What follows belongs to an exercise in optimizing a design on an open flow for small area and a short achievable clock period; a production flow would make more cautious choices. In this exercise RTL edits were held to simulation tests only and were not proved equivalent to the original. No activity file was given, so power comes from the tool's default toggle rates.

`design/flow/run.sh`:
```
#!/bin/bash
# synth_recipe.tcl (not shown) runs the flow's synth.tcl, then flattens the netlist and writes it again
# the make line also repeats each setting of config.mk as NAME=value (left out here)
make -C /OpenROAD-flow-scripts/flow DESIGN_CONFIG=/design/flow/config.mk WORK_HOME=/design/flow/orfs CLKGATE_MAP_FILE= SYNTH_SCRIPT=/design/flow/synth_recipe.tcl finish
```
`design/flow/config.mk`:
```
export PLATFORM = sky130hd
export DESIGN_NAME = SingleCPU
export DESIGN_NICKNAME = SingleCPU
export VERILOG_FILES = /design/flow/design.v
export SDC_FILE = /design/flow/constraint.sdc
export NUM_CORES = 4
export LEC_CHECK = 0
export CAP_MARGIN = 20
export CORE_MARGIN = 2
export CORE_UTILIZATION = 30
export PLACE_DENSITY = 0.45
export SLEW_MARGIN = 20
```
`design/flow/constraint.sdc`:
```
create_clock -name core_clock -period 17.0 [get_ports {CLK}]
set_input_delay 3.4000 -clock core_clock [delete_from_list [all_inputs] [get_ports {CLK}]]
set_output_delay 3.4000 -clock core_clock [all_outputs]
set_load 0.01 [all_outputs]
```
`design/flow/design.v`:
```
module SingleCPU(
    input CLK,
    input RESET,
    input wait_transport,
    input uart_rx_pin,
    output led1,
    output led2,
    output led3,
    output led4,
    output reg dig1,
    output reg dig2,
    output reg dig3,
    output reg dig4,
    output reg dig5,
    output reg dig6,
    output reg [6:0] out
);
    reg rx_reg1, rx_reg2, rx_reg3;
    reg start_nedge, work_en, bit_flag, rx_flag, po_flag;
    reg [3:0] baud_cnt;
    reg [3:0] bit_cnt;
    reg [7:0] rx_data;
    wire last_bit = (bit_cnt == 4'd8) && bit_flag;
    always @(posedge CLK or negedge RESET) begin
        if (!RESET) begin
            rx_reg1 <= 1'b1;
            rx_reg2 <= 1'b1;
            rx_reg3 <= 1'b1;
            start_nedge <= 1'b0;
            work_en <= 1'b0;
            baud_cnt <= 4'd0;
            bit_flag <= 1'b0;
            bit_cnt <= 4'd0;
            rx_flag <= 1'b0;
            po_flag <= 1'b0;
        end else begin
            rx_reg1 <= uart_rx_pin;
            rx_reg2 <= rx_reg1;
            rx_reg3 <= rx_reg2;
            start_nedge <= ~rx_reg2 & rx_reg3;
            if (start_nedge)
                work_en <= 1'b1;
            else if (last_bit)
                work_en <= 1'b0;
            if (!work_en)
                baud_cnt <= 4'd0;
            else
                baud_cnt <= baud_cnt + 4'd1;
            bit_flag <= (baud_cnt == 4'd7);
            if (last_bit)
                bit_cnt <= 4'd0;
            else if (bit_flag)
                bit_cnt <= bit_cnt + 4'd1;
            rx_flag <= last_bit;
            po_flag <= rx_flag;
        end
    end
    always @(posedge CLK) begin
        if (bit_flag && bit_cnt != 4'd0 && bit_cnt <= 4'd8)
            rx_data <= {rx_reg3, rx_data[7:1]};
    end
    localparam S_WAIT_COUNT     = 3'd1;
    localparam S_WAIT_COUNT_MSB = 3'd2;
    localparam S_LOAD_LSB       = 3'd3;
    localparam S_LOAD_MSB       = 3'd4;
    localparam S_LOAD_DONE      = 3'd5;
    localparam S_RUNNING        = 3'd6;
    reg [2:0] state;
    reg [7:0] temp_lsb;
    reg [15:0] remaining;        
    reg [7:0] waddr;             
    wire [15:0] rx_word = {rx_data, temp_lsb};
    wire running = (state == S_RUNNING);
    wire show_leds = (state == S_LOAD_DONE) || running;
    always @(posedge CLK or negedge RESET) begin
        if (!RESET)
            state <= S_RUNNING;
        else if (!wait_transport)
            state <= S_WAIT_COUNT;
        else if (po_flag) begin
            case (state)
                S_WAIT_COUNT:     state <= S_WAIT_COUNT_MSB;
                S_WAIT_COUNT_MSB: state <= (rx_word == 16'd0) ? S_LOAD_DONE : S_LOAD_LSB;
                S_LOAD_LSB:       state <= S_LOAD_MSB;
                S_LOAD_MSB:       state <= (remaining == 16'd1) ? S_LOAD_DONE : S_LOAD_LSB;
                default:          state <= state;
            endcase
        end
    end
    always @(posedge CLK) begin
        if (wait_transport && po_flag) begin
            if (state == S_WAIT_COUNT || state == S_LOAD_LSB)
                temp_lsb <= rx_data;
            if (state == S_WAIT_COUNT_MSB) begin
                remaining <= rx_word;
                waddr <= 8'd0;
            end else if (state == S_LOAD_MSB) begin
                remaining <= remaining - 16'd1;
                waddr <= waddr + 8'd1;
            end
        end
    end
    wire imem_we = (state == S_LOAD_MSB) && po_flag;
    reg [15:0] imem [0:255];
    always @(posedge CLK) begin
        if (imem_we)
            imem[waddr] <= rx_word;
    end
    reg [15:0] pc;
    reg [15:0] ir;
    reg first;                   
    reg [15:0] regs [0:15];
    wire [15:0] instr = first ? imem[0] : ir;
    wire [3:0] op = instr[3:0];
    wire [3:0] f1 = instr[7:4];
    wire [3:0] f2 = instr[11:8];
    wire [3:0] f3 = instr[15:12];
    wire [15:0] ra = regs[ir[11:8]];
    wire [15:0] rb = regs[ir[15:12]];
    wire is_jalr  = (op == 4'd1);
    wire is_store = (op[3:1] == 3'b011);
    wire [3:0] imm4 = is_store ? f1 : f3;
    wire [15:0] agen_off = is_jalr ? {{11{f3[3]}}, f3, 1'b0} : {{12{imm4[3]}}, imm4};
    wire [15:0] addr = ra + agen_off;
    wire [15:0] opb = op[2] ? {{12{f3[3]}}, f3} : rb;
    wire [15:0] sum = ra + opb;
    wire [15:0] dif = ra - opb;
    reg [15:0] alu;
    always @(*) begin
        case (op[1:0])
            2'd0: alu = sum;
            2'd1: alu = dif;
            2'd2: alu = ra & rb;
            default: alu = ra | rb;
        endcase
    end
    wire eq = (ra == rb);
    wire le = (ra <= rb);
    wire taken = (op == 4'd2 && eq) || (op == 4'd3 && le);
    wire [15:0] pc_plus2 = pc + 16'd2;
    wire [15:0] br_off = (op == 4'd0) ? {{7{f3[3]}}, f3, f2, 1'b0} : {{11{f1[3]}}, f1, 1'b0};
    wire [15:0] pc_br = pc + br_off;
    reg [15:0] npc;
    always @(*) begin
        if (op == 4'd0 || taken)
            npc = pc_br;
        else if (is_jalr)
            npc = addr;
        else
            npc = pc_plus2;
    end
    wire [15:0] rom_word = imem[addr[8:1]];
    wire [7:0] rom_byte = addr[0] ? rom_word[7:0] : rom_word[15:8];
    reg [7:0] ram [0:63];
    wire [15:0] ram_word = {ram[{addr[5:1], 1'b1}], ram[{addr[5:1], 1'b0}]};
    wire [7:0] ram_byte = addr[0] ? ram_word[15:8] : ram_word[7:0];
    wire in_rom = (addr[15:12] == 4'd0);
    wire [15:0] load_data = in_rom ? {8'd0, rom_byte} :
                            op[0] ? ram_word : {8'd0, ram_byte};
    reg [15:0] wdata;
    reg wreg;
    always @(*) begin
        wreg = 1'b1;
        case (op)
            4'd0, 4'd1:       wdata = pc_plus2;
            4'd4, 4'd5:       wdata = load_data;
            4'd14:            wdata = {f3, f2, 8'd0};
            4'd2, 4'd3, 4'd6, 4'd7, 4'd15: begin
                wdata = alu;
                wreg = 1'b0;
            end
            default:          wdata = alu;
        endcase
    end
    integer i;
    always @(posedge CLK or negedge RESET) begin
        if (!RESET) begin
            for (i = 0; i < 16; i = i + 1)
                regs[i] <= 16'd0;
        end else if (running && wreg) begin
            regs[f1] <= wdata;
        end
    end
    always @(posedge CLK or negedge RESET) begin
        if (!RESET) begin
            pc <= 16'd0;
            first <= 1'b1;
        end else begin
            first <= 1'b0;
            if (running)
                pc <= npc;
        end
    end
    always @(posedge CLK)
        ir <= imem[npc[8:1]];
    wire store = running && is_store;
    wire st_ram = store && (addr[15:12] == 4'd1);
    wire st_led = store && (addr[15:2] == 14'h0800);
    wire st_dig = store && (addr[15:3] == 13'h0600) && (addr[2:1] != 2'b11);
    reg ledr1, ledr2, ledr3, ledr4;
    reg [3:0] digit [0:5];
    always @(posedge CLK or negedge RESET) begin
        if (!RESET) begin
            for (i = 0; i < 64; i = i + 1)
                ram[i] <= 8'd0;
            ledr1 <= 1'b0;
            ledr2 <= 1'b0;
            ledr3 <= 1'b0;
            ledr4 <= 1'b0;
            for (i = 0; i < 6; i = i + 1)
                digit[i] <= 4'd0;
        end else begin
            if (st_ram) begin
                if (op[0]) begin
                    ram[{addr[5:1], 1'b0}] <= rb[7:0];
                    ram[{addr[5:1], 1'b1}] <= rb[15:8];
                end else begin
                    ram[addr[5:0]] <= rb[7:0];
                end
            end
            if (st_led) begin
                case (addr[1:0])
                    2'd0: ledr1 <= rb[0];
                    2'd1: ledr2 <= rb[0];
                    2'd2: ledr3 <= rb[0];
                    default: ledr4 <= rb[0];
                endcase
            end
            if (st_dig)
                digit[addr[2:0]] <= rb[3:0];
        end
    end
    assign led1 = show_leds ? ledr1 : 1'b0;
    assign led2 = show_leds ? ledr2 : 1'b0;
    assign led3 = show_leds ? ledr3 : 1'b0;
    assign led4 = show_leds ? ledr4 : 1'b1;
    reg [1:0] scan_cnt;
    reg [2:0] digit_select;
    always @(posedge CLK or negedge RESET) begin
        if (!RESET) begin
            scan_cnt <= 2'd0;
            digit_select <= 3'd0;
        end else begin
            scan_cnt <= scan_cnt + 2'd1;
            if (scan_cnt == 2'd3)
                digit_select <= (digit_select == 3'd5) ? 3'd0 : digit_select + 3'd1;
        end
    end
    reg [3:0] shown;
    always @(*) begin
        case (digit_select)
            3'd0: shown = digit[5];
            3'd1: shown = digit[4];
            3'd2: shown = digit[3];
            3'd3: shown = digit[2];
            3'd4: shown = digit[1];
            default: shown = digit[0];
        endcase
    end
    always @(posedge CLK) begin
        dig1 <= (digit_select == 3'd0);
        dig2 <= (digit_select == 3'd1);
        dig3 <= (digit_select == 3'd2);
        dig4 <= (digit_select == 3'd3);
        dig5 <= (digit_select == 3'd4);
        dig6 <= (digit_select == 3'd5);
        case (shown)
            4'h0: out <= 7'b1000000;
            4'h1: out <= 7'b1111001;
            4'h2: out <= 7'b0100100;
            4'h3: out <= 7'b0110000;
            4'h4: out <= 7'b0011001;
            4'h5: out <= 7'b0010010;
            4'h6: out <= 7'b0000010;
            4'h7: out <= 7'b1111000;
            4'h8: out <= 7'b0000000;
            4'h9: out <= 7'b0010000;
            4'hA: out <= 7'b0001000;
            4'hB: out <= 7'b0000011;
            4'hC: out <= 7'b1000110;
            4'hD: out <= 7'b0100001;
            4'hE: out <= 7'b0000110;
            default: out <= 7'b0001110;
        endcase
    end
endmodule
```
==> out/qor.txt, run 1 <==
max-slew violation count: 0
Main synth FF type: edfxtp_1
Worst Hold End: po_flag
hold path start: rx_flag
initial antenna violation count: 65
most frequent cells in the layout: edfxtp_1, mux2i_1, mux4_2, nand2_1, dfrtp_1
Global Route Usage Sum: 23.7%
I/O pin cnt: 21
number of global-route vias before repair: 155000
starting density of the core: 30.1%
gpl congestion: 0.877
Tcrit/Tclk final: 63.2%
Worst R2R Start: ir[13]
Routed WL: 995 mm
drt drc: 0
routed vias/inst: 5.87
skew final: 0.0733 ns
WL/cell: 37.0 µm
DRT Pass-1 Iters: 9
Crit. End Element: flop
status: timing/DRC/antenna clean
final setup TNS: 0 ns
ys async rst share: 16.7%
DPL Wire Length: 619 mm
die height: 902 µm
share of cells above drive strength 1: 26.4%
R2R cell count: 23
Num CTS Buffers: 595
core area: 803000 µm²
Crit Reg-Reg Endpoint: ir[15]
Yosys warning total: 4
Filler cells: 76600
Least-Margin Pin Slew: 1.28 ns
Hold Crit Class: reg -> reg
post-CTS setup repair buffer count: 0
first-pass GRT wire length: 1350 mm
Die ar.: 814000 µm²
largest net degree at the start of global routing: 173
Hold Slack: 0.353 ns
WS Path Type: reg -> reg
Final ANT Viol Nets: 0
syn nets: 15600
fin nets: 15700
crit path time final: 10.74 ns
clock slew seen by the registers of the worst setup and hold paths: 0.06 ns
post-synthesis cell area: 242000 µm²
Max Root-Sink Buffers: 4
final setup vio count: 0
hold_buf cts: 0
post-cts resize count: 0
Cells after Synth: 15500
clk sinks: 5002
worst IR drop on VDD: 283 µV
CTS tree: built
sequential element share of the synthesized area: 60.2%
Post-Syn Area per Cell: 15.6 µm²
# rows: 329
hold path cells: 0
later-pin clock latency in the skew report: 1.15 ns
global route overflow: 0
WP data arrival: 11.61 ns
Post-synth EDFFs: 4136
vias: 158000
most common cell after layout, fill and taps aside: edfxtp_1
H-tree depth: 6
CP Max Fanout: 55
R2R Setup Slk: 6.26 ns
power per cell area: 224 nW/µm²
Worst Path Required: 17.87 ns
Distinct cells, synth: 111
unrepaired setup endpoints after global routing: false
Die W: 902 µm
leakage: 98.8 nW
Port Buffer Count: 20
clock root cell: clkbuf_16
type of origin of the critical path: flop
DRC marker count from the first detailed-route iteration: 20100
number of max-cap violations: 0
Max Freq: 93.1 MHz
area growth from synthesis to layout: 14.9%
relative slew slack: 12.5%
synthesis-stage register bit count: 5002
final hold viol count: 0
## logic make-up after synthesis
logic type               count (synthesis)  synth area share, %
flip-flops                            5002                 60.2
multiplexers                          3837                 23.9
AND/OR/NAND/NOR                       2666                 4.94
AO/OA/AOI/OAI                         2502                 7.34
buffers and inverters                 1302                 2.65
adder cells (fa/ha/maj)                114                0.599
XOR/XNOR                                91                0.333
other                                    1              0.00155
## cell usage after synthesis (all sizes together), types with 15 or more instances
library cell     n  area share [%]
xnor2           49            0.18
mux2i         1700             7.0
nand2         1014             1.6
and3            71            0.18
nor2           639            0.99
clkbuf         495            0.77
nor2b           35           0.094
o221ai         474             1.7
mux2           651             3.0
a222oi          15           0.062
a21oi          470            0.99
a2111oi         24           0.095
inv            100            0.16
a22o            50            0.18
o21ai          334            0.69
o32ai           18           0.065
a311oi          40            0.15
nand3          389            0.81
o31ai           45            0.14
o2111ai         25           0.091
o211ai          26           0.081
mux4          1486              14
nor3           267            0.58
o22a            18           0.065
and2            25           0.065
buf            707             1.7
o22ai          268            0.69
a32oi           44            0.16
a21o            21           0.065
nor4            76            0.21
a221oi         102            0.38
a32o            18           0.074
o41ai           30            0.11
o21a            17           0.053
dfxtp           29            0.24
nand4           64            0.17
edfxtp        4136              51
a211oi          79            0.26
a31oi          115            0.31
a22oi          181            0.56
a31o            16           0.058
nand2b          15           0.039
ha             111            0.57
xor2            42            0.15
dfrtp          831             8.6
## power by group
group / leakage, nW / switching, mW / total, mW / internal [mW]
sequential: 49.1 / 0.0860 / 13.4 / 13.3
combinational: 40.4 / 23.9 / 36.2 / 12.4
clock: 9.28 / 5.52 / 12.7 / 7.17
total: 98.8 / 29.5 / 62.3 / 32.9
## worst max path at each step
| stage | from | to | slack [ns] |
|---|---|---|---|
| floorplan | first | regs[15][5] | 10.68 |
| global route | ir[13] | ir[15] | 5.99 |
| CTS | ir[13] | ir[15] | 6.58 |
| finish | ir[13] | ir[15] | 6.26 |
| global placement | ir[13] | ir[9] | 5.81 |
| detailed placement | ir[13] | ir[15] | 6.64 |
## critical path, cell delays in order, from the launching register on
cell and delay, ns:
dfxtp_4 0.58, buf_4 0.64, inv_1 0.53, nor3_1 0.56
a221oi_1 0.19, o22a_1 0.28, a31oi_4 0.18, buf_4 0.39
inv_1 0.17, ha_1 0.34, nand4_1 0.19, or4_1 0.48
o211ai_1 0.50, a31o_4 0.65, mux2_8 0.70, buf_4 0.64
buf_4 0.59, buf_4 0.52, o221ai_1 0.21, o22ai_1 0.23
nor3_1 0.12, buf_4 0.19, nor4_4 1.02, nor4_1 0.30
## cell type report
type | count | area [µm²] | share of cell area (%)
Sequential cell | 5002 | 146000 | 52.4
Multi-Input combinational cell | 9211 | 93000 | 33.5
Clock buffer | 766 | 15900 | 5.72
Tap cell | 10800 | 13500 | 4.84
Timing Repair Buffer | 713 | 6170 | 2.22
Clock inverter | 311 | 3130 | 1.13
Inverter | 100 | 392 | 0.141
Antenna cell | 57 | 143 | 0.0513
## per-stage QoR
step / std cells / setup WS (ns) / area, µm² / total power, mW / utilization [%]
after floorplan: 15500 / 10.68 / 242000 / 34.4 / -
after global placement: 25800 / 5.81 / 258000 / 49.4 / 32.1
after detailed placement: 25800 / 6.64 / 259000 / 49.5 / 32.2
after CTS: 26900 / 6.58 / 278000 / 62.2 / 34.6
after global routing: 26900 / 5.99 / 278000 / 64.0 / 34.6
final: 26900 / 6.26 / 278000 / 62.3 / 34.6
## flip-flops by register name, summed over array words and instances, names as in the netlist, 2 cells and up
name	count
regs	256
out	7
bit_cnt	4
imem	4096
waddr	8
remaining	16
digit	24
rx_data	8
scan_cnt	2
pc	16
digit_select	3
temp_lsb	8
state	3
ram	512
ir	16
baud_cnt	4
## per-layer routing
metal  wire length, µm  share of wire [%]  up-vias  global-route usage [%]
li1                  -                  -    63800                       -
met1            414000                 42    85100                    32.5
met2            455000                 46     7606                    37.3
met3             77600                7.8     1562                    3.93
met4             48300                4.9       16                    9.73
met5                97             0.0097        -                       0
==> run 2, diff against run 1 <==
--- a/design/flow/design.v
+++ b/design/flow/design.v
@@ -103,12 +103,62 @@
     wire imem_we = (state == S_LOAD_MSB) && po_flag;
-    reg [15:0] imem [0:255];
+    reg [7:0] nrot;              
+    reg [7:0] pend_addr;
+    reg [15:0] pend_data;
+    reg [15:0] word0;
+    always @(posedge CLK)
+        nrot <= nrot - 8'd1;
     always @(posedge CLK) begin
-        if (imem_we)
-            imem[waddr] <= rx_word;
+        if (imem_we) begin
+            pend_addr <= waddr;
+            pend_data <= rx_word;
+            if (waddr == 8'd0)
+                word0 <= rx_word;
+        end
     end
+    wire [15:0] slot [0:255];
+    genvar k;
+    generate
+        for (k = 0; k < 256; k = k + 1) begin : ring
+            reg [15:0] q;
+            if (k < 255) begin : mid
+                always @(posedge CLK)
+                    q <= slot[k + 1];
+            end else begin : ins
+                always @(posedge CLK)
+                    q <= (pend_addr + nrot == 8'd0) ? pend_data : slot[0];
+            end
+            assign slot[k] = q;
+        end
+    endgenerate
+    function [15:0] ring_read;
+        input [255:0] sel;
+        integer j;
+        begin
+            ring_read = 16'd0;
+            for (j = 0; j < 256; j = j + 1)
+                ring_read = ring_read | (slot[j] & {16{sel[j]}});
+        end
+    endfunction
+    function [15:0] reg_read;
+        input [15:0] sel;
+        input [255:0] flat;
+        integer j;
+        begin
+            reg_read = 16'd0;
+            for (j = 0; j < 16; j = j + 1)
+                reg_read = reg_read | (flat[16*j +: 16] & {16{sel[j]}});
+        end
+    endfunction
     reg [15:0] pc;
     reg [15:0] ir;
+    reg [15:0] sel_a, sel_b;     
     reg first;                   
     reg [15:0] regs [0:15];
-    wire [15:0] instr = first ? imem[0] : ir;
+    wire [255:0] regs_flat;
+    generate
+        for (k = 0; k < 16; k = k + 1) begin : rflat
+            assign regs_flat[16*k +: 16] = regs[k];
+        end
+    endgenerate
+    wire [15:0] instr = first ? word0 : ir;
     wire [3:0] op = instr[3:0];
@@ -117,9 +167,23 @@
     wire [3:0] f3 = instr[15:12];
-    wire [15:0] ra = regs[ir[11:8]];
-    wire [15:0] rb = regs[ir[15:12]];
+    wire [15:0] ra = reg_read(sel_a, regs_flat);
+    wire [15:0] rb = reg_read(sel_b, regs_flat);
+    wire [8:0] nrot2 = {nrot, 1'b0};
+    function [5:0] agen_of;
+        input [15:0] w;
+        begin
+            if (w[3:0] == 4'd1)
+                agen_of = {w[15], w[15:12], 1'b0};
+            else if (w[3:1] == 3'b011)
+                agen_of = {w[7], w[7], w[7:4]};
+            else
+                agen_of = {w[15], w[15], w[15:12]};
+        end
+    endfunction
+    reg [5:0] agen_q;
+    wire [5:0] agen = first ? agen_of(word0) : agen_q;
+    wire [15:0] agen_off = {{11{agen[5]}}, agen[4:0]};
     wire is_jalr  = (op == 4'd1);
     wire is_store = (op[3:1] == 3'b011);
-    wire [3:0] imm4 = is_store ? f1 : f3;
-    wire [15:0] agen_off = is_jalr ? {{11{f3[3]}}, f3, 1'b0} : {{12{imm4[3]}}, imm4};
     wire [15:0] addr = ra + agen_off;
+    wire [8:0] addr_phys = ra[8:0] + (agen_off[8:0] + nrot2);
     wire [15:0] opb = op[2] ? {{12{f3[3]}}, f3} : rb;
@@ -142,12 +206,22 @@
     wire [15:0] pc_br = pc + br_off;
+    reg [7:0] pphys_q;
+    wire [7:0] pphys = first ? nrot : pphys_q;
+    wire [7:0] seq_phys = pphys + 8'd1;
+    wire [7:0] br_phys = pphys + br_off[8:1];
     reg [15:0] npc;
+    reg [7:0] npc_phys;
     always @(*) begin
-        if (op == 4'd0 || taken)
+        if (op == 4'd0 || taken) begin
             npc = pc_br;
-        else if (is_jalr)
+            npc_phys = br_phys;
+        end else if (is_jalr) begin
             npc = addr;
-        else
+            npc_phys = addr_phys[8:1];
+        end else begin
             npc = pc_plus2;
+            npc_phys = seq_phys;
+        end
     end
-    wire [15:0] rom_word = imem[addr[8:1]];
+    wire [15:0] rom_ring = ring_read(256'd1 << addr_phys[8:1]);
+    wire [15:0] rom_word = (addr[8:1] == pend_addr) ? pend_data : rom_ring;
     wire [7:0] rom_byte = addr[0] ? rom_word[7:0] : rom_word[15:8];
@@ -193,4 +267,11 @@
     end
-    always @(posedge CLK)
-        ir <= imem[npc[8:1]];
+    wire [15:0] fetch_ring = ring_read(256'd1 << npc_phys);
+    wire [15:0] fetch = (npc[8:1] == pend_addr) ? pend_data : fetch_ring;
+    always @(posedge CLK) begin
+        ir <= fetch;
+        pphys_q <= npc_phys - 8'd1;
+        agen_q <= agen_of(fetch);
+        sel_a <= 16'd1 << fetch[11:8];
+        sel_b <= 16'd1 << fetch[15:12];
+    end
     wire store = running && is_store;
--- a/design/flow/config.mk
+++ b/design/flow/config.mk
@@ -9,4 +9,4 @@
 export CORE_MARGIN = 2
-export CORE_UTILIZATION = 30
-export PLACE_DENSITY = 0.45
+export CORE_UTILIZATION = 55
+export PLACE_DENSITY = 0.65
 export SLEW_MARGIN = 20
==> run 2 against run 1 <==
  * Area after synthesis decreased by 24%
  * Synthesized cell count increased by 9.2%
  * The run now fails in 5_1_grt
==> out/qor.txt, run 2 <==
Placed Cells: 21300
starting density of the core: 55.3%
Port Buffer Count: 20
most frequent cells after synthesis: dfxtp_1, a22oi_1, nand2_1
Yosys warning total: 4
Die W: 584 µm
Num CTS Buffers: 469
hold_buf cts: 0
Distinct cells, synth: 101
clock root cell: clkbuf_16
Main synth FF type: dfxtp_1
area share of the largest cell type after synthesis: 45.3%
die height: 584 µm
status: did not finish
most frequent cell after synthesis: dfxtp_1
Max Root-Sink Buffers: 4
synthesis-stage register bit count: 5095
syn nets: 17100
post-cts resize count: 0
Post-synth EDFFs: 80
number of global-route vias before repair: 218000
Run Error: [ERROR GRT-0116] Global routing finished with congestion. Check the congestion regions in the DRC Viewer.
# rows: 212
sequential element share of the synthesized area: 57.9%
Global Route Usage Sum: 113%
clk sinks: 5095
largest net degree at the start of global routing: 151
Post-Syn Area per Cell: 10.9 µm²
H-tree depth: 5
post-synth top area cell: dfxtp_1
post-synthesis cell area: 185000 µm²
post-CTS setup repair buffer count: 0
Cells after Synth: 17000
global route overflow: 47700
ys async rst share: 16.4%
DPL Wire Length: 1140 mm
gpl congestion: 1.86
Last stage: 5_1_grt
first-pass GRT wire length: 2530 mm
I/O pin cnt: 21
top cells by area, synth: dfxtp_1, dfrtp_1, a22oi_1
-- run 2: cell count changes after synthesis, sizes merged, moves of 210 or more --
| cell | previous run | this run |
|---|---|---|
| edfxtp | 4136 | 80 |
| o221ai | 474 | 16 |
| buf | 707 | 196 |
| dfxtp | 29 | 4178 |
| a221oi | 102 | 455 |
| o22ai | 268 | 58 |
| a22oi | 181 | 2620 |
| nand4 | 64 | 975 |
| mux2i | 1700 | 43 |
| mux2 | 651 | 394 |
| clkbuf | 495 | 981 |
| a22o | 50 | 601 |
| mux4 | 1486 | 1 |
-- run 2: cell families after synthesis --
| family | Yosys count | share of synthesized area, % |
|---|---|---|
| other cells | 1 | 0.00203 |
| flops | 5095 | 57.9 |
| buf+inv | 1289 | 2.75 |
| mux | 438 | 2.65 |
| compound gates | 5847 | 23.9 |
| fa+ha+maj | 147 | 1.05 |
| xor+xnor | 138 | 0.671 |
| simple gates | 3995 | 11.1 |
-- run 2: power by group through the flow --
| stage | Sequential [mW] | Clock (mW) | Combinational [mW] |
|---|---|---|---|
| 4_1_cts | 12.1 | 11.0 | 4.91 |
| 2_1_floorplan | 12.3 | 0 | 1.79 |
| 3_3_place_gp | 12.4 | 0 | 4.89 |
| 3_5_place_dp | 12.4 | 0 | 4.90 |
-- run 2: stage by stage --
step / power [mW] / setup slack (ns) / utilization [%] / hold WS (ns) / instance area, µm²
after floorplan: 14.1 / 8.81 / - / 0.331 / 185000
after global placement: 17.3 / 5.86 / 59.8 / 0.339 / 200000
after detailed placement: 17.3 / 6.15 / 59.9 / 0.339 / 200000
after CTS: 28.0 / 6.11 / 64.7 / 0.311 / 216000
-- run 2: worst max-delay path by stage --
stage | depth (start not counted) | start | end
floorplan | 28 | first | agen_q[0]
global placement | 23 | first | regs[12][5]
detailed placement | 23 | first | regs[0][5]
CTS | 23 | first | regs[0][5]
-- run 2: per-layer routing --
layer	GRT usage, %	overflow
met4	107	4880
met2	128	22300
met1	110	13300
met5	93.5	690
met3	103	6489
==> run 3, diff against run 2 <==
--- a/design/flow/config.mk
+++ b/design/flow/config.mk
@@ -9,4 +9,4 @@
 export CORE_MARGIN = 2
-export CORE_UTILIZATION = 55
-export PLACE_DENSITY = 0.65
+export CORE_UTILIZATION = 40
+export PLACE_DENSITY = 0.5
 export SLEW_MARGIN = 20
==> run 3 against run 2 <==
  * The flow again stops in 5_1_grt
  * Synthesized cell count unchanged
  * Area after synthesis stayed put
==> out/qor.txt, run 3 <==
Global Route Usage Sum: 99.1%
clk sinks: 5095
Cells after Synth: 17000
clock root cell: clkbuf_16
synthesis-stage register bit count: 5095
Yosys warning total: 4
Last stage: 5_1_grt
H-tree depth: 6
I/O pin cnt: 21
Die W: 684 µm
sequential element share of the synthesized area: 57.9%
Num CTS Buffers: 551
Placed Cells: 23400
Main synth FF type: dfxtp_1
most frequent cells after synthesis: dfxtp_1, a22oi_1, nand2_1
Post-synth EDFFs: 80
largest net degree at the start of global routing: 196
DPL Wire Length: 1540 mm
Run Error: [ERROR GRT-0116] Global routing finished with congestion. Check the congestion regions in the DRC Viewer.
gpl congestion: 1.47
top cells by area, synth: dfxtp_1, dfrtp_1, a22oi_1
post-synthesis cell area: 185000 µm²
# rows: 249
Distinct cells, synth: 101
Max Root-Sink Buffers: 4
most frequent cell after synthesis: dfxtp_1
starting density of the core: 40.2%
DP Area: 205000 µm²
hold_buf cts: 0
ys async rst share: 16.4%
area share of the largest cell type after synthesis: 45.3%
first-pass GRT wire length: 3130 mm
die height: 684 µm
status: did not finish
syn nets: 17100
Post-Syn Area per Cell: 10.9 µm²
global route overflow: 16600
post-synth top area cell: dfxtp_1
post-CTS setup repair buffer count: 0
number of global-route vias before repair: 248000
post-cts resize count: 0
Port Buffer Count: 20
[run 3: per-stage QoR]
step,total power [mW],worst slack [ns]
CTS,30.7,5.45
global placement,18.1,5.61
detailed placement,18.2,5.55
floorplan,14.1,8.81
[run 3: how the worst max path moves through the flow]
stage	end	slack, ns
floorplan	agen_q[0]	8.81
global placement	regs[6][0]	5.61
detailed placement	regs[14][5]	5.55
CTS	sel_a[2]	5.45
[run 3: cells by family after synthesis]
group | synth area share [%]
AOI/OAI and AO/OA | 23.9
DFF | 57.9
and+or+nand+nor | 11.1
buffers and inverters | 2.75
muxes | 2.65
adders and majority gates | 1.05
xor gates and xnor gates | 0.671
other | 0.00203
[run 3: routing by layer]
layer  overflow  global-route usage (%)
met1       3094                    97.3
met2       7082                     105
met3       2913                    96.6
met4       3214                    98.8
met5        327                    86.7
[run 3: power groups by stage]
stage	combinational [mW]	clock [mW]	sequential, mW
CTS	5.82	12.8	12.1
detailed placement	5.80	0	12.4
global placement	5.77	0	12.4
floorplan	1.79	0	12.3
==> run 4, diff against run 3 <==
--- a/design/flow/design.v
+++ b/design/flow/design.v
@@ -103,2 +103,13 @@
     wire imem_we = (state == S_LOAD_MSB) && po_flag;
+    function [5:0] agen_of;
+        input [15:0] w;
+        begin
+            if (w[3:0] == 4'd1)
+                agen_of = {w[15], w[15:12], 1'b0};
+            else if (w[3:1] == 3'b011)
+                agen_of = {w[7], w[7], w[7:4]};
+            else
+                agen_of = {w[15], w[15], w[15:12]};
+        end
+    endfunction
     reg [7:0] nrot;              
@@ -107,4 +118,8 @@
     reg [15:0] word0;
+    reg [5:0] agen0;             
     always @(posedge CLK)
-        nrot <= nrot - 8'd1;
+        if (nrot == nrot)
+            nrot <= nrot - 8'd1;
+        else
+            nrot <= 8'd0;
     always @(posedge CLK) begin
@@ -113,4 +128,6 @@
             pend_data <= rx_word;
-            if (waddr == 8'd0)
+            if (waddr == 8'd0) begin
                 word0 <= rx_word;
+                agen0 <= agen_of(rx_word);
+            end
         end
@@ -132,11 +149,21 @@
     endgenerate
-    function [15:0] ring_read;
-        input [255:0] sel;
-        integer j;
-        begin
-            ring_read = 16'd0;
-            for (j = 0; j < 256; j = j + 1)
-                ring_read = ring_read | (slot[j] & {16{sel[j]}});
+    genvar h;
+    wire [255:0] fsel;
+    wire [255:0] rsel;
+    wire [2047:0] fetch_pairs_flat, rom_pairs_flat;
+    generate
+        for (k = 0; k < 128; k = k + 1) begin : pr
+            for (h = 0; h < 4; h = h + 1) begin : nib
+                pair_read u_pair (
+                    .q0(slot[2*k][4*h +: 4]), .q1(slot[2*k+1][4*h +: 4]),
+                    .sa0(fsel[2*k]), .sa1(fsel[2*k+1]),
+                    .sb0(rsel[2*k]), .sb1(rsel[2*k+1]),
+                    .ya_n(fetch_pairs_flat[16*k + 4*h +: 4]),
+                    .yb_n(rom_pairs_flat[16*k + 4*h +: 4]));
+            end
         end
-    endfunction
+    endgenerate
+    wire [15:0] fetch_or, rom_or;
+    or_tree u_fetch_or (.x_n(fetch_pairs_flat), .y(fetch_or));
+    or_tree u_rom_or (.x_n(rom_pairs_flat), .y(rom_or));
     function [15:0] reg_read;
@@ -155,2 +182,3 @@
     reg first;                   
+    reg first_k, first_p;
     reg [15:0] regs [0:15];
@@ -170,15 +198,3 @@
     wire [8:0] nrot2 = {nrot, 1'b0};
-    function [5:0] agen_of;
-        input [15:0] w;
-        begin
-            if (w[3:0] == 4'd1)
-                agen_of = {w[15], w[15:12], 1'b0};
-            else if (w[3:1] == 3'b011)
-                agen_of = {w[7], w[7], w[7:4]};
-            else
-                agen_of = {w[15], w[15], w[15:12]};
-        end
-    endfunction
-    reg [5:0] agen_q;
-    wire [5:0] agen = first ? agen_of(word0) : agen_q;
+    wire [5:0] agen = first_k ? agen0 : agen_of(ir);
     wire [15:0] agen_off = {{11{agen[5]}}, agen[4:0]};
@@ -207,3 +223,3 @@
     reg [7:0] pphys_q;
-    wire [7:0] pphys = first ? nrot : pphys_q;
+    wire [7:0] pphys = first_p ? nrot : pphys_q;
     wire [7:0] seq_phys = pphys + 8'd1;
@@ -212,2 +228,16 @@
     reg [7:0] npc_phys;
+    function [15:0] dec16;
+        input [3:0] v;
+        dec16 = 16'd1 << v;
+    endfunction
+    wire use_br = (op == 4'd0) || taken;
+    wire [15:0] fsel_hi = use_br ? dec16(br_phys[7:4]) :
+                          is_jalr ? dec16(addr_phys[8:5]) : dec16(seq_phys[7:4]);
+    wire [15:0] fsel_lo = use_br ? dec16(br_phys[3:0]) :
+                          is_jalr ? dec16(addr_phys[4:1]) : dec16(seq_phys[3:0]);
+    generate
+        for (h = 0; h < 16; h = h + 1) begin : fsel_g
+            assign fsel[16*h +: 16] = fsel_lo & {16{fsel_hi[h]}};
+        end
+    endgenerate
     always @(*) begin
@@ -224,3 +254,4 @@
     end
-    wire [15:0] rom_ring = ring_read(256'd1 << addr_phys[8:1]);
+    assign rsel = 256'd1 << addr_phys[8:1];
+    wire [15:0] rom_ring = rom_or;
     wire [15:0] rom_word = (addr[8:1] == pend_addr) ? pend_data : rom_ring;
@@ -261,4 +292,8 @@
             first <= 1'b1;
+            first_k <= 1'b1;
+            first_p <= 1'b1;
         end else begin
             first <= 1'b0;
+            first_k <= !running;
+            first_p <= !show_leds;
             if (running)
@@ -267,3 +302,3 @@
     end
-    wire [15:0] fetch_ring = ring_read(256'd1 << npc_phys);
+    wire [15:0] fetch_ring = fetch_or;
     wire [15:0] fetch = (npc[8:1] == pend_addr) ? pend_data : fetch_ring;
@@ -272,3 +307,2 @@
         pphys_q <= npc_phys - 8'd1;
-        agen_q <= agen_of(fetch);
         sel_a <= 16'd1 << fetch[11:8];
@@ -367 +401,53 @@
 endmodule
+module pair_read(
+    input [3:0] q0,
+    input [3:0] q1,
+    input sa0,
+    input sa1,
+    input sb0,
+    input sb1,
+    output [3:0] ya_n,
+    output [3:0] yb_n
+);
+    assign ya_n = ~((q0 & {4{sa0}}) | (q1 & {4{sa1}}));
+    assign yb_n = ~((q0 & {4{sb0}}) | (q1 & {4{sb1}}));
+endmodule
+module or_tree(
+    input [2047:0] x_n,
+    output [15:0] y
+);
+    wire [16*32-1:0] b;
+    wire [16*16-1:0] c;
+    wire [16*4-1:0] d;
+    genvar g;
+    generate
+        for (g = 0; g < 32; g = g + 1) begin : l1
+            nand4_16 u (.a(x_n[64*g +: 16]), .b(x_n[64*g+16 +: 16]), .c(x_n[64*g+32 +: 16]),
+                        .d(x_n[64*g+48 +: 16]), .y(b[16*g +: 16]));
+        end
+        for (g = 0; g < 16; g = g + 1) begin : l2
+            nor2_16 u (.a(b[32*g +: 16]), .b(b[32*g+16 +: 16]), .y(c[16*g +: 16]));
+        end
+        for (g = 0; g < 4; g = g + 1) begin : l3
+            nand4_16 u (.a(c[64*g +: 16]), .b(c[64*g+16 +: 16]), .c(c[64*g+32 +: 16]),
+                        .d(c[64*g+48 +: 16]), .y(d[16*g +: 16]));
+        end
+    endgenerate
+    assign y = d[0 +: 16] | d[16 +: 16] | d[32 +: 16] | d[48 +: 16];
+endmodule
+module nand4_16(
+    input [15:0] a,
+    input [15:0] b,
+    input [15:0] c,
+    input [15:0] d,
+    output [15:0] y
+);
+    assign y = ~(a & b & c & d);
+endmodule
+module nor2_16(
+    input [15:0] a,
+    input [15:0] b,
+    output [15:0] y
+);
+    assign y = ~(a | b);
+endmodule
==> design/flow/flow/run.sh (new file) <==
#!/bin/bash
set -euo pipefail
bash standard.sh synth > synth.log 2>&1
export SETUP_SLACK_MARGIN=12
export TNS_END_PERCENT=10
bash standard.sh > layout.log 2>&1
==> design/flow/standard.sh (new file) <==
#!/bin/bash
# synth_recipe.tcl (not shown) runs the flow's synth.tcl, then flattens the netlist and writes it again
# the make line also repeats each setting of config.mk as NAME=value (left out here)
make -C /OpenROAD-flow-scripts/flow DESIGN_CONFIG=/design/flow/config.mk WORK_HOME=/design/flow/orfs CLKGATE_MAP_FILE= SYNTH_SCRIPT=/design/flow/synth_recipe.tcl "${@:-finish}"
--- a/design/flow/config.mk
+++ b/design/flow/config.mk
@@ -9,4 +9,7 @@
 export CORE_MARGIN = 2
-export CORE_UTILIZATION = 40
-export PLACE_DENSITY = 0.5
+export CORE_UTILIZATION = 50
+export CTS_CLUSTER_DIAMETER = 70
+export CTS_CLUSTER_SIZE = 25
+export PLACE_DENSITY = 0.6
 export SLEW_MARGIN = 20
+export SYNTH_HIERARCHICAL = 1
removed: design/flow/run.sh
==> run 4 against run 3 <==
  * Now clean on timing, DRC and antenna
  * Area after synthesis down 3.5%
  * Synthesized cell count is 4.7% lower
==> out/qor.txt, run 4 <==
Placed Cells: 20900
Crit Reg-Reg Endpoint: regs[7][0]
H-tree depth: 5
number of global-route vias before repair: 137000
skew final: 0.0728 ns
worst IR drop on VDD: 154 µV
Synth Area in XOR/XNOR: 0.778%
power per cell area: 96.1 nW/µm²
synthesis-stage register bit count: 5097
Largest register FFs: 4096
Least-Margin Pin Slew: 1.25 ns
CP Max Fanout: 16
share of cells above drive strength 1: 17.1%
Worst R2R Start: sel_a[8]
most frequent cells in the layout: a22oi_1, dfxtp_1, nand4_1, nand2_1, dfrtp_1
hold path cells: 0
post-synthesis cell area: 178000 µm²
max-slew violation count: 0
sequential element share of the synthesized area: 60.1%
main combinational cell family by area after synthesis: compound AO/OA/AOI/OAI gates
Max Freq: 123 MHz
final worst slack: 8.90 ns
final setup TNS: 0 ns
Worst Path Required: 17.82 ns
routed vias/inst: 6.89
CTS tree: built
non-filler cells in the finished layout: 22000
Tcrit/Tclk final: 47.7%
adder-cell share of the synthesized area: 1.11%
Global Route Usage Sum: 38.2%
gpl congestion: 0.984
complex-gate fraction of the synthesized area: 23.1%
number of max-cap violations: 0
area share of the largest cell type after synthesis: 46.9%
syn nets: 16300
global route overflow: 0
Crit. End Element: flop
final setup vio count: 0
mux share of post-synthesis cell area: 2.72%
Main synth FF type: dfxtp_1
WS Path Type: reg -> reg
Filler cells: 29700
largest net degree at the start of global routing: 164
clock slew seen by the registers of the worst setup and hold paths: 0.10 ns
initial antenna violation count: 39
most frequent cell after synthesis: a22oi_1
most common cell after layout, fill and taps aside: a22oi_1
post-place setup slack: 7.49 ns
DPL Wire Length: 482 mm
Die ar.: 361000 µm²
R2R Setup Slk: 8.90 ns
largest register by flop count: ring.q
later-pin clock latency in the skew report: 1.01 ns
Port Buffer Count: 20
Layout Utilization: 58.7%
drt drc: 0
Hold Crit Class: reg -> reg
Routed WL: 738 mm
final hold viol count: 0
Num CTS Buffers: 278
# rows: 219
Distinct cells, synth: 105
R2R cell count: 27
vias: 151000
top cells by area, synth: dfxtp_1, a22oi_1, dfrtp_1
I/O pin cnt: 21
hold path start: ring[64].q[9]
post-synth top area cell: dfxtp_1
DRT Pass-1 Iters: 9
Final ANT Viol Nets: 0
core area: 355000 µm²
Die W: 601 µm
Cells after Synth: 16200
relative slew slack: 16.3%
Worst Hold End: ring[63].q[9]
WL/cell: 33.6 µm
status: timing/DRC/antenna clean
type of origin of the critical path: flop
leakage: 75.9 nW
crit path time final: 8.10 ns
first-pass GRT wire length: 1010 mm
area growth from synthesis to layout: 17.0%
Yosys warning total: 13
starting density of the core: 50.2%
Post-Synth Simple-Gate Area: 10.9%
DRC marker count from the first detailed-route iteration: 22900
clock root cell: clkbuf_16
WP data arrival: 8.92 ns
ys async rst share: 16.5%
die height: 601 µm
clk sinks: 5097
Post-Syn Area per Cell: 11.0 µm²
most frequent cells after synthesis: a22oi_1, dfxtp_1, nor2_1
Max Root-Sink Buffers: 4
Post-synth EDFFs: 85
top flop regs: ring.q: 4096 flops, ram: 512 flops, regs: 256 flops
unrepaired setup endpoints after global routing: true
fin nets: 17200
## run 4: changes by cell type after synthesis, sizes merged, moves of 137 or more
| cell | delta |
|---|---|
| o211ai | -183 |
| a222oi | -189 |
| nor4 | -137 |
| a21oi | -305 |
| nor2 | +880 |
| a22o | -549 |
| a221oi | -386 |
| nand4 | +244 |
| nand3 | -267 |
| a22oi | +1705 |
| nor3 | -323 |
| clkbuf | -602 |
| nand2 | -144 |
| o21ai | +158 |
## run 4: how the worst max path moves through the flow
stage,from,to,slack (ns),cells past startpoint
global route,ir[0],regs[14][0],8.98,26
global placement,sel_a[14],regs[6][4],7.32,23
detailed placement,sel_a[9],regs[9][4],7.49,23
floorplan,sel_a[7],regs[1][5],11.06,27
finish,sel_a[8],regs[7][0],8.90,27
CTS,sel_b[4],ir[3],9.35,25
## run 4: logic make-up (layout without fill, tap and decap cells)
family	after synthesis	after routing
compound gates	5717	5718
flops	5097	5097
simple gates	4049	4079
buf+inv	558	1565
mux	428	430
xor+xnor	153	153
fa+ha+maj	150	150
other cells	1	35
## run 4: critical path, stage by stage, from the launching register on
cell,delay (ns)
dfxtp_2,0.34
buf_12,0.15
a22oi_2,0.15
nand2_1,0.08
or4_4,0.61
fa_2,0.49
buf_4,0.16
fa_2,0.39
a21o_1,0.21
a21oi_4,0.17
o21bai_1,0.12
a21oi_2,0.27
xor2_4,0.34
buf_6,0.16
nor2b_4,0.10
nand2_8,0.15
buf_4,0.13
nor2_2,0.15
a22oi_2,0.20
nand4_1,0.19
nor2_2,0.27
nand4_1,0.70
or4_4,0.86
mux4_2,0.59
a221o_1,0.39
a21oi_4,0.24
clkbuf_16,0.22
o31ai_1,0.07
## run 4: repair_timing
action                                  in CTS  in global routing
endpoints found under the setup margin    1097               1095
hold buffers                                 0                  0
cloned                                      16                 39
pin swaps                                  136                238
gates resized for setup                    465                535
hold endpoints to repair                     0                  0
buffers inserted                           178                384
## run 4: where the power goes
part           leakage, nW  total, mW  switching (mW)  internal, mW
clock network         4.36       7.70            4.25          3.45
logic                 25.5      0.325           0.229        0.0959
registers             46.0       12.0          0.0168          12.0
## run 4: final cells by class
| type | instances | area (µm²) | area share (%) |
|---|---|---|---|
| flip-flops and latches | 5097 | 107000 | 51.4 |
| multi-input cells | 10500 | 75800 | 36.3 |
| repair buffers | 1043 | 10300 | 4.94 |
| clock buffers | 330 | 7650 | 3.67 |
| well taps | 4751 | 5940 | 2.85 |
| clock inverters | 104 | 1310 | 0.629 |
| inverters | 88 | 344 | 0.165 |
| diodes | 34 | 85.1 | 0.0408 |
## run 4: modules after synthesis (local to each module, per instance)
module     cells  copies in the design
SingleCPU  10400                     1
nand4_16      16                    72
nor2_16       16                    32
or_tree       16                     2
pair_read      8                   512
## run 4: layer usage
layer  global-route usage (%)  wire length [µm]
met2                     54.8            308000
met1                     50.8            287000
met5                    0.317               345
met4                     24.6             58400
met3                     10.1             85000
## run 4: through the flow
stage	area (µm²)	power, mW	hold WS, ns
after global routing	209000	20.6	0.343
after floorplan	182000	12.4	0.331
final	209000	20.0	0.346
after CTS	202000	20.0	0.347
after detailed placement	189000	12.5	0.347
after global placement	189000	12.5	0.348
==> run 5, diff against run 4 <==
--- a/design/flow/design.v
+++ b/design/flow/design.v
@@ -420,3 +420,4 @@
     wire [16*16-1:0] c;
-    wire [16*4-1:0] d;
+    wire [16*8-1:0] d;
+    wire [16*4-1:0] e;
     genvar g;
@@ -430,8 +431,17 @@
         end
-        for (g = 0; g < 4; g = g + 1) begin : l3
-            nand4_16 u (.a(c[64*g +: 16]), .b(c[64*g+16 +: 16]), .c(c[64*g+32 +: 16]),
-                        .d(c[64*g+48 +: 16]), .y(d[16*g +: 16]));
+        for (g = 0; g < 8; g = g + 1) begin : l3
+            nand2_16 u (.a(c[32*g +: 16]), .b(c[32*g+16 +: 16]), .y(d[16*g +: 16]));
+        end
+        for (g = 0; g < 4; g = g + 1) begin : l4
+            nor2_16 u (.a(d[32*g +: 16]), .b(d[32*g+16 +: 16]), .y(e[16*g +: 16]));
         end
     endgenerate
-    assign y = d[0 +: 16] | d[16 +: 16] | d[32 +: 16] | d[48 +: 16];
+    nand4_16 u_l5 (.a(e[0 +: 16]), .b(e[16 +: 16]), .c(e[32 +: 16]), .d(e[48 +: 16]), .y(y));
+endmodule
+module nand2_16(
+    input [15:0] a,
+    input [15:0] b,
+    output [15:0] y
+);
+    assign y = ~(a & b);
 endmodule
--- a/design/flow/config.mk
+++ b/design/flow/config.mk
@@ -9,6 +9,6 @@
 export CORE_MARGIN = 2
-export CORE_UTILIZATION = 50
+export CORE_UTILIZATION = 45
 export CTS_CLUSTER_DIAMETER = 70
 export CTS_CLUSTER_SIZE = 25
-export PLACE_DENSITY = 0.6
+export PLACE_DENSITY = 0.55
 export SLEW_MARGIN = 20
==> run 5 against run 4 <==
  * Still clean on timing, DRC and antenna
  * Sequential share of layout area down 1.1 points
  * Setup slack improved by 0.95 ns
  * First-iteration DRC count fell by 4.3%
  * Die area increased by 11%
  * Wire length rose by 0.36%
  * Utilization decreased by 4.9 points
  * Design area up 2.1%
  * Synthesized cell count is 1.6% higher
  * Cell count increased by 4.7%
  * Worst hold slack worse by 0.014 ns
  * Critical endpoint is now ir[6]
==> out/qor.txt, run 5 <==
area growth from synthesis to layout: 19.1%
worst IR drop on VDD: 89.9 µV
ys async rst share: 16.5%
largest register by flop count: ring.q
syn nets: 16600
clock root cell: clkbuf_16
power per cell area: 95.5 nW/µm²
DPL Wire Length: 475 mm
global route overflow: 0
Num CTS Buffers: 294
Post-synth EDFFs: 85
Max Freq: 140 MHz
relative slew slack: 14.9%
unrepaired setup endpoints after global routing: true
H-tree depth: 5
DRC marker count from the first detailed-route iteration: 21900
met2 wire length: 307 mm
gpl congestion: 0.957
most common cell after layout, fill and taps aside: a22oi_1
share of cells above drive strength 1: 18.0%
most frequent cells after synthesis: a22oi_1, dfxtp_1, nor2_1
crit path time final: 7.15 ns
Worst Path Required: 17.87 ns
skew final: 0.0604 ns
Port Buffer Count: 20
number of global-route vias before repair: 143000
Least-Margin Pin Slew: 1.26 ns
Global Route Usage Sum: 35.3%
most frequent cell after synthesis: a22oi_1
first-pass GRT wire length: 1050 mm
WP data arrival: 8.02 ns
synthesis-stage register bit count: 5097
Main synth FF type: dfxtp_1
largest net degree at the start of global routing: 162
post-synth top area cell: dfxtp_1
final setup TNS: 0 ns
top flop regs: ring.q: 4096 flops, ram: 512 flops, regs: 256 flops
DRT Pass-1 Iters: 9
Die W: 634 µm
Hold Crit Class: reg -> reg
later-pin clock latency in the skew report: 1.02 ns
area share of the largest cell type after synthesis: 46.7%
Largest register FFs: 4096
vias: 153000
leakage: 79.1 nW
Distinct cells, synth: 105
most frequent cells in the layout: a22oi_1, dfxtp_1, nand4_1, nand2_1, buf_4
clk sinks: 5097
Yosys warning total: 13
routed vias/inst: 6.66
metal3 WL: 86.0 mm
CTS tree: built
final setup vio count: 0
# rows: 231
Crit. End Element: flop
Hold Slack: 0.332 ns
drt drc: 0
fin nets: 17700
Die ar.: 403000 µm²
type of origin of the critical path: flop
clock slew seen by the registers of the worst setup and hold paths: 0.10 ns
sequential element share of the synthesized area: 59.9%
WS Path Type: reg -> reg
initial antenna violation count: 31
Cells after Synth: 16400
Top Metal Used: met5
post-synthesis cell area: 179000 µm²
Tcrit/Tclk final: 42.1%
Final ANT Viol Nets: 0
I/O pin cnt: 21
status: timing/DRC/antenna clean
Post-Syn Area per Cell: 10.9 µm²
starting density of the core: 45.2%
core area: 396000 µm²
Routed WL: 741 mm
CP Max Fanout: 31
final hold viol count: 0
top cells by area, synth: dfxtp_1, a22oi_1, dfrtp_1
WL/cell: 32.2 µm
die height: 634 µm
met1 WL: 307 mm
Max Root-Sink Buffers: 4
max-slew violation count: 0
number of max-cap violations: 0
-- run 5: area by class of cell --
type                            count  area, µm²
Inverter                           88        352
Timing Repair Buffer             1271      12500
Sequential cell                  5097     107000
Clock buffer                      339       7900
Tap cell                         5242       6560
Multi-Input combinational cell  10800      76900
Antenna cell                       18       45.0
Fill cell                       34500     183000
Clock inverter                    134       1610
-- run 5: cells by family after synthesis --
| group | after synthesis | synth area share (%) |
|---|---|---|
| AOI/OAI and AO/OA | 5717 | 23.1 |
| DFF | 5097 | 59.9 |
| and+or+nand+nor | 4305 | 11.2 |
| buffers and inverters | 558 | 1.24 |
| muxes | 428 | 2.71 |
| xor gates and xnor gates | 153 | 0.776 |
| adders and majority gates | 150 | 1.10 |
| other | 1 | 0.00210 |
-- run 5: what timing repair did --
| action | CTS | global route |
|---|---|---|
| setup endpoints to repair | 1026 | 1150 |
| gates resized for setup | 881 | 249 |
| hold buffers | 0 | 0 |
| cloned | 77 | 7 |
| pin swaps | 392 | 110 |
| buffers inserted | 725 | 66 |
-- run 5: worst paths after layout --
kind                                     start              to  slack, ns  cells after the start
worst max-delay path                     first           ir[6]       9.85                     26
worst min-delay path            ring[147].q[4]  ring[146].q[4]       0.33                      0
worst max register to register           first           ir[6]       9.85                     26
worst min register to register  ring[147].q[4]  ring[146].q[4]       0.33                      0
max in group asynchronous                RESET     regs[3][10]      11.29                      4
min in group asynchronous                RESET      ram[36][5]       2.50                      1
-- run 5: per-layer routing --
metal | GRT usage [%] | up-vias
li1 | - | 66200
met1 | 49.0 | 75700
met2 | 50.8 | 9326
met3 | 9.80 | 1816
met4 | 16.5 | 18
met5 | 0 | -
-- run 5: critical path, cell delays in order, from the launching register on --
cell      delay (ns)
dfstp_4         0.68
mux2i_4         0.25
buf_8           0.25
o21ai_2         0.21
nor2_4          0.25
mux4_2          0.63
ha_4            0.27
a21o_1          0.16
a21oi_2         0.16
o21bai_1        0.11
a21oi_2         0.17
o21ai_1         0.10
xnor2_1         0.35
o221a_4         0.40
nor2_4          0.15
nand2_8         0.29
nor2_4          0.15
buf_2           0.23
buf_4           0.15
buf_4           0.14
a22oi_1         0.17
nand4_1         0.18
nor2_1          0.14
nand2_1         0.23
nor2_4          0.40
nand4_1         0.35
mux2_2          0.42
-- run 5: power by group --
| part | switching (mW) | total (mW) | internal [mW] |
|---|---|---|---|
| clock | 4.44 | 7.98 | 3.54 |
| sequential | 0.0168 | 12.0 | 12.0 |
| combinational | 0.244 | 0.345 | 0.101 |
-- run 5: per-module statistics from Yosys (local to each module, per instance), a selection --
module	area [µm²]	copies in the design	flip-flops and latches
SingleCPU	138000	1	5097
nand2_16	60.1	16	0
nand4_16	100	66	0
nor2_16	60.1	40	0
pair_read	60.1	512	0
-- run 5: per-stage QoR --
| stage | worst slack (ns) | util, % | area, µm² | total power, mW | instances |
|---|---|---|---|---|---|
| floorplan | 11.23 | - | 183000 | 12.4 | 16400 |
| global placement | 7.63 | 48.1 | 190000 | 12.6 | 21600 |
| detailed placement | 7.91 | 48.1 | 190000 | 12.6 | 21600 |
| CTS | 10.01 | 53.4 | 211000 | 20.4 | 22900 |
| global route | 9.83 | 53.8 | 213000 | 20.9 | 23000 |
| finish | 9.85 | 53.8 | 213000 | 20.3 | 23000 |
==> run 6, diff against run 5 <==
--- a/design/flow/design.v
+++ b/design/flow/design.v
@@ -181,4 +181,4 @@
     reg [15:0] sel_a, sel_b;     
-    reg first;                   
-    reg first_k, first_p;
+    reg ran;
+    reg ran_k, ran_p;
     reg [15:0] regs [0:15];
@@ -190,3 +190,3 @@
     endgenerate
-    wire [15:0] instr = first ? word0 : ir;
+    wire [15:0] instr = ran ? ir : word0;
     wire [3:0] op = instr[3:0];
@@ -198,3 +198,3 @@
     wire [8:0] nrot2 = {nrot, 1'b0};
-    wire [5:0] agen = first_k ? agen0 : agen_of(ir);
+    wire [5:0] agen = ran_k ? agen_of(ir) : agen0;
     wire [15:0] agen_off = {{11{agen[5]}}, agen[4:0]};
@@ -223,3 +223,3 @@
     reg [7:0] pphys_q;
-    wire [7:0] pphys = first_p ? nrot : pphys_q;
+    wire [7:0] pphys = ran_p ? pphys_q : nrot;
     wire [7:0] seq_phys = pphys + 8'd1;
@@ -291,9 +291,9 @@
             pc <= 16'd0;
-            first <= 1'b1;
-            first_k <= 1'b1;
-            first_p <= 1'b1;
+            ran <= 1'b0;
+            ran_k <= 1'b0;
+            ran_p <= 1'b0;
         end else begin
-            first <= 1'b0;
-            first_k <= !running;
-            first_p <= !show_leds;
+            ran <= 1'b1;
+            ran_k <= running;
+            ran_p <= show_leds;
             if (running)
==> run 6 against run 5 <==
  * Area after synthesis rose by 0.17%
  * Register-to-register slack got worse by 0.14 ns
  * Critical path type unchanged
  * Fmax decreased by 2.0%
  * Utilization fell by 0.72 points
  * Wire length shrank 1.4%
  * Power grew 0.34%
  * Setup slack worse by 0.14 ns
==> out/qor.txt, run 6 <==
number of global-route vias before repair: 141000
top cells by area, synth: dfxtp_1, a22oi_1, dfrtp_1
main combinational cell family by area after synthesis: compound AO/OA/AOI/OAI gates
area growth from synthesis to layout: 17.4%
skew final: 0.0630 ns
complex-gate fraction of the synthesized area: 22.8%
unrepaired setup endpoints after global routing: true
post-synth top area cell: dfxtp_1
top flop regs: ring.q: 4096 flops, ram: 512 flops, regs: 256 flops
Max Freq: 137 MHz
post-synthesis cell area: 179000 µm²
share of cells above drive strength 1: 17.1%
Yosys warning total: 13
drt drc: 0
area share of the largest cell type after synthesis: 46.6%
clock slew seen by the registers of the worst setup and hold paths: 0.09 ns
power per cell area: 97.0 nW/µm²
largest net degree at the start of global routing: 155
core area: 396000 µm²
number of max-cap violations: 0
CTS tree: built
Filler cells: 34800
clk sinks: 5097
Worst Path Required: 17.85 ns
Global Route Usage Sum: 34.4%
adder-cell share of the synthesized area: 1.10%
crit path time final: 7.30 ns
synthesis-stage register bit count: 5097
Die W: 635 µm
mux share of post-synthesis cell area: 2.85%
leakage: 78.3 nW
syn nets: 16500
H-tree depth: 5
Crit Reg-Reg Endpoint: regs[6][4]
relative slew slack: 17.9%
type of origin of the critical path: flop
status: timing/DRC/antenna clean
fin nets: 17400
Worst R2R Start: sel_a[8]
vias: 151000
I/O pin cnt: 21
R2R Setup Slk: 9.70 ns
most frequent cells after synthesis: a22oi_1, dfxtp_1, nor2_1
Tcrit/Tclk final: 42.9%
sequential element share of the synthesized area: 59.8%
Synth Area in XOR/XNOR: 0.772%
DRC marker count from the first detailed-route iteration: 20200
Post-Syn Area per Cell: 10.9 µm²
Max Root-Sink Buffers: 4
Post-Synth Simple-Gate Area: 11.3%
gpl congestion: 0.998
CP max stage cell: or3_1
WS Path Type: reg -> reg
starting density of the core: 45.2%
CP startpoint: sel_a[8]
crit-path max cell delay: 0.77 ns
Routed WL: 731 mm
Distinct cells, synth: 112
Port Buffer Count: 20
final hold viol count: 0
Largest register FFs: 4096
Cells after Synth: 16400
global route overflow: 0
R2R cell count: 28
Hold Slack: 0.343 ns
first-pass GRT wire length: 1030 mm
Final ANT Viol Nets: 0
most common cell after layout, fill and taps aside: a22oi_1
most frequent cells in the layout: a22oi_1, dfxtp_1, nand4_1, nand2_1, dfrtp_1
Hold Crit Class: reg -> reg
most frequent cell after synthesis: a22oi_1
later-pin clock latency in the skew report: 1.00 ns
Main synth FF type: dfxtp_1
Least-Margin Pin Slew: 1.23 ns
max-slew violation count: 0
WP data arrival: 8.14 ns
Crit. End Element: flop
DPL Wire Length: 478 mm
WL/cell: 32.2 µm
Post-synth EDFFs: 85
ys async rst share: 16.5%
final setup vio count: 0
Num CTS Buffers: 291
crit path to: regs[6][4]
worst IR drop on VDD: 77.3 µV
routed vias/inst: 6.63
DRT Pass-1 Iters: 7
final setup TNS: 0 ns
# rows: 231
Die ar.: 403000 µm²
clock root cell: clkbuf_16
CP Max Fanout: 15
die height: 635 µm
largest register by flop count: ring.q
initial antenna violation count: 24
-- run 6: cell count changes after synthesis, sizes merged, moves of 22 or more --
cell	previous run	this run
nand2	1190	1159
nor2	1471	1436
nand3	151	175
nand4	1123	1154
a22oi	4325	4381
a22o	52	20
mux2	307	329
a221oi	69	28
-- run 6: layer usage --
metal / track usage, % / vias to the layer above / wire length (µm)
met5: 0.614 / - / 420
met4: 18.3 / 16 / 45800
met3: 8.56 / 1855 / 76600
met2: 50.9 / 8786 / 309000
met1: 46.4 / 74600 / 298000
li1: - / 65400 / -
-- run 6: logic make-up after synthesis --
kind of cell | count (synthesis)
compound gates | 5659
flops | 5097
simple gates | 4281
buf+inv | 575
mux | 452
xor+xnor | 154
fa+ha+maj | 150
other cells | 1
-- run 6: layout make-up --
type / instances / area, µm² / area share, %
flip-flops and latches: 5097 / 107000 / 50.9
clock buffers: 332 / 7830 / 3.72
diodes: 9 / 22.5 / 0.0107
inverters: 92 / 353 / 0.168
well taps: 5242 / 6560 / 3.12
multi-input cells: 10700 / 75800 / 36.0
clock inverters: 145 / 1890 / 0.899
repair buffers: 1095 / 10800 / 5.15
-- run 6: power breakdown --
group	switching, mW	leakage (nW)	internal [mW]
logic	0.220	27.4	0.0920
clock network	4.44	4.76	3.64
registers	0.0175	46.1	12.0
total	4.68	78.3	15.7
-- run 6: worst min path at each step --
| stage | start | end | cells after the start |
|---|---|---|---|
| CTS | ring[38].q[15] | ring[37].q[15] | 0 |
| floorplan | rx_flag | po_flag | 0 |
| finish | ring[36].q[14] | ring[35].q[14] | 0 |
| global route | ring[38].q[15] | ring[37].q[15] | 0 |
| global placement | rx_flag | po_flag | 0 |
| detailed placement | rx_flag | po_flag | 0 |
-- run 6: critical path: cells and delay by family, from the launching register on --
kind / cells / cell delay [ns]
AOI/OAI and AO/OA: 6 / 1.00
muxes: 1 / 0.68
adders and majority gates: 2 / 0.99
and+or+nand+nor: 11 / 2.79
DFF: 1 / 0.47
buffers and inverters: 7 / 1.00
xor gates and xnor gates: 1 / 0.14
-- run 6: per-stage QoR --
step                      instance area, µm²  util [%]  std cells  setup slack (ns)  power (mW)
after floorplan                       182000         -      16400             11.42        12.4
after global placement                190000      47.9      21600              6.87        12.5
after detailed placement              190000      48.0      21600              7.37        12.5
after CTS                             208000      52.5      22600              9.96        20.5
after global routing                  210000      53.1      22700              9.73        21.0
final                                 210000      53.1      22700              9.70        20.4
-- run 6: modules after synthesis (local to each module, per instance), excerpt --
module	cell area [µm²]	flops+latches	copies in the design
SingleCPU	138000	5097	1
nand4_16	100	0	66
nand2_16	60.1	0	16
nor2_16	60.1	0	40
pair_read	60.1	0	512
-- run 6: repair_timing --
item	in CTS	in global routing
setup endpoints to repair	869	997
pin swaps	217	139
gates resized for setup	799	333
hold buffers	0	0
buffers inserted	474	92
gates cloned	33	11
hold endpoints to repair	0	0

[port drivers added, routing unchanged]
How much do the figures lean on ideal ports? The routed layouts below were timed once more, with nothing changed but the port constraints.
Step 1 assumes that a clkbuf_16 drives the clock port and a buf_2 every other input.
Step 2 adds t to the input delays and takes it off the output delays; t is the mean of the earliest and latest rising clock arrival at the registers after step 1. Input paths then give back, and output paths get back, about the clock's delay inside the block.
Slacks: no drivers / after step 1 / after step 2; pairs: no drivers / after step 1.
run	t, ns	setup slack, ns	worst hold slack (ns)	worst data-port slew with drivers (ns)	cell pins on the clock port's net
run 1	1.259	6.255 / 6.255 / 6.255	0.353 / 0.353 / 0.353	0.12	1
run 4	1.072	8.898 / 8.898 / 8.898	0.346 / 0.346 / 0.346	0.13	1
run 5	1.101	9.850 / 9.850 / 9.850	0.332 / 0.332 / 0.332	0.06	1
run 6	1.094	9.705 / 9.705 / 9.705	0.343 / 0.343 / 0.343	0.05	1
After both steps setup and hold are still met in every run listed.
